Context: an optimization exercise on an open-source flow, tuned for small area, a short achievable clock period and few clock cycles. The choices shown serve that exercise and are no tape-out recipe.
RTL that was checked went through simulation tests only; none was proved equivalent to the original.
Power is estimated from default activity; no workload was simulated.

==> flow/design.v <==
`timescale 1ns / 1ps
module full_reciprocal(
input logic clk,
input logic rst,  
input logic start,
output logic ready,
input logic [15:0] input0,
output logic [23:0] output0  
);
localparam int FL = 16;           
localparam int XW = FL - 1;       
localparam int KMAX = 1 << (20 - FL);
logic          busy;
logic [XW-1:0] x;      
logic [XW:0]   p;      
logic [19:0]   q;      
logic [19:0]   res;    
assign output0 = {4'b0, res};
logic fast;
assign fast = |input0[15:FL-1];
logic [KMAX+1:8] t;    
always_comb begin
	for (int k = 8; k <= KMAX; k++) t[k] = ({4'b0, input0} <= 20'(524288 / k));
	t[KMAX+1] = 1'b0;
end
logic [19:0] fq;
always_comb begin
	fq = '0;
	for (int k = 8; k <= KMAX; k++)
		if (t[k] & ~t[k+1]) fq = fq | 20'(k);
end
logic [33:16] t2;      
always_comb begin
	for (int k = 16; k <= 32; k++) t2[k] = ({5'b0, x} <= 20'(524288 / k));
	t2[33] = 1'b0;
end
logic [19:0] fq2;
always_comb begin
	fq2 = '0;
	for (int k = 16; k <= 32; k++)
		if (t2[k] & ~t2[k+1]) fq2 = fq2 | 20'(k);
end
logic [XW:0] p0;
always_comb begin
	logic any;
	any = 1'b0;
	for (int i = XW; i >= 1; i--) begin
		p0[i] = input0[i-1] & ~any;
		any = any | input0[i-1];
	end
	p0[0] = ~any;
end
logic [XW+1:0] diff;
logic          qb;
logic [XW-1:0] r;
assign diff = {1'b0, p} - {2'b0, x};
assign qb   = ~diff[XW+1];
assign r    = qb ? diff[XW-1:0] : p[XW-1:0];
logic        pow2;
logic [19:0] xrev;
always_ff @(posedge clk) pow2 <= (x & (x - 1'b1)) == '0;
always_comb begin
	xrev = '0;
	for (int i = 0; i < XW; i++) xrev[19-i] = x[i];
end
logic done, done2;
assign done  = busy & q[19];
assign done2 = busy & x[XW-1];
always_ff @(posedge clk) begin
	if (!busy) begin
		x <= input0[XW-1:0];
		p <= p0;
		q <= {{(19-XW){1'b0}}, p0};
	end else begin
		p <= {r, 1'b0};
		q <= {q[18:0], qb};
	end
	if (!rst) begin
		if (done2)
			res <= fq2;
		else if (done)
			res <= pow2 ? xrev : {q[18:0], qb};
		else if (!busy && start && fast)
			res <= fq;
	end
	if (rst) begin
		busy  <= 1'b0;
		ready <= 1'b0;
	end else begin
		busy  <= busy ? ~(done | done2) : start & ~fast;
		ready <= done | done2 | (~busy & start & fast);
	end
end
endmodule
export LEC_CHECK = 0
export CAP_MARGIN = 20
export CORE_MARGIN = 2
export CORE_UTILIZATION = 40
export SETUP_SLACK_MARGIN = 5
export SLEW_MARGIN = 20
create_clock -name core_clock -period 8.0 [get_ports {clk}]
run.sh (not shown) runs the stock make flow with config.mk's settings and CLKGATE_MAP_FILE= SYNTH_SCRIPT=/design/flow/synth_recipe.tcl, a recipe that flattens the netlist after the stock synthesis.
Testbench counts at the start, summed over its fixed seeds: cycles 3,763.
Change:
==> flow/design.v (replaced) <==
`timescale 1ns / 1ps
module full_reciprocal(
input logic clk,
input logic rst,  
input logic start,
output logic ready,
input logic [15:0] input0,
output logic [23:0] output0  
);
localparam int FL = 16;           
localparam int XW = FL - 1;       
localparam int KMAX = 1 << (20 - FL);
logic          busy;
logic [XW-1:0] x;      
logic [XW:0]   p;      
logic [19:0]   q;      
logic [19:0]   res;    
assign output0 = {4'b0, res};
logic fast;
assign fast = |input0[15:FL-1];
logic [KMAX+1:8] t;    
always_comb begin
	for (int k = 8; k <= KMAX; k++) t[k] = ({4'b0, input0} <= 20'(524288 / k));
	t[KMAX+1] = 1'b0;
end
logic [19:0] fq;
always_comb begin
	fq = '0;
	for (int k = 8; k <= KMAX; k++)
		if (t[k] & ~t[k+1]) fq = fq | 20'(k);
end
logic [XW:0] p0;
always_comb begin
	logic any;
	any = 1'b0;
	for (int i = XW; i >= 1; i--) begin
		p0[i] = input0[i-1] & ~any;
		any = any | input0[i-1];
	end
	p0[0] = ~any;
end
logic [XW+1:0] d2p;
logic [XW+2:0] d1, d2, d3;
logic [1:0]    qd;
logic [XW-1:0] r;
assign d2p = {p, 1'b0};
assign d1  = {1'b0, d2p} - {3'b0, x};
assign d2  = {1'b0, d2p} - {2'b0, x, 1'b0};
assign d3  = {1'b0, d2p} - {3'b0, x} - {2'b0, x, 1'b0};
always_comb begin
	if (!d3[XW+2])      begin qd = 2'd3; r = d3[XW-1:0]; end
	else if (!d2[XW+2]) begin qd = 2'd2; r = d2[XW-1:0]; end
	else if (!d1[XW+2]) begin qd = 2'd1; r = d1[XW-1:0]; end
	else                begin qd = 2'd0; r = d2p[XW-1:0]; end
end
logic        pow2;
logic [19:0] xrev;
always_ff @(posedge clk) pow2 <= (x & (x - 1'b1)) == '0;
always_comb begin
	xrev = '0;
	for (int i = 0; i < XW; i++) xrev[19-i] = x[i];
end
logic done;
assign done = busy & (q[19] | q[18]);
always_ff @(posedge clk) begin
	if (!busy) begin
		x <= input0[XW-1:0];
		p <= p0;
		q <= {{(19-XW){1'b0}}, p0};
	end else begin
		p <= {r, 1'b0};
		q <= {q[17:0], qd};
	end
	if (!rst) begin
		if (done)
			res <= pow2 ? xrev : q[19] ? {q[18:0], qd[1]} : {q[17:0], qd};
		else if (!busy && start && fast)
			res <= fq;
	end
	if (rst) begin
		busy  <= 1'b0;
		ready <= 1'b0;
	end else begin
		busy  <= busy ? ~done : start & ~fast;
		ready <= done | (~busy & start & fast);
	end
end
endmodule
Synthesized cell count increases by 16%.
Clock-buffer cell count decreases by 2.
Synthesized area increases by 19%.
Non-clock buffer count increases by 27.
Final cell count increases by 22%.
Power increases by 130%.
Global-route usage decreases by 2.0 points.
Wire length increases by 14%.
Utilization increases by 3.1 points.
Sequential power increases by 13%.
Clock power increases by about 3%.
Worst setup slack gets worse by 1200 ps.
Worst hold slack gets better by 25 ps.
Design area increases by about 28%.
For the second run of this note, only the layout was checked, not whether the RTL still works.

## port drivers added, routing unchanged
In the flow no input, the clock included, has a driving cell. The finished layouts below were timed again as built, in two steps. Step 1 sets driving cells, clkbuf_16 on the clock port and buf_2 on the other inputs (assumed; they add their load-dependent delay and slew). Step 2 adds t to the input delays and takes it off the output delays; t is the mean of the earliest and latest rising clock arrival at the registers after step 1. Input paths then give back, and output paths get back, about the clock's delay inside the block. Three values: ideal ports, drivers, drivers and shift; two values: the first two.
run	t, ns	slack for setup (ns)	latest minus earliest clock arrival (ns)	worst register clock-pin slew, ns	worst slew at a driven data input, ns
the first run	0.373	4.976 / 4.976 / 4.665	0.012 / 0.012	0.07 / 0.07	0.04
the second run	0.375	3.815 / 3.815 / 3.815	0.010 / 0.010	0.06 / 0.06	0.06
After both steps every run listed still meets setup and hold. For the first run, which loses most, drivers alone change the setup slack by 0.000 ns; drivers and shift together by -0.311 ns.
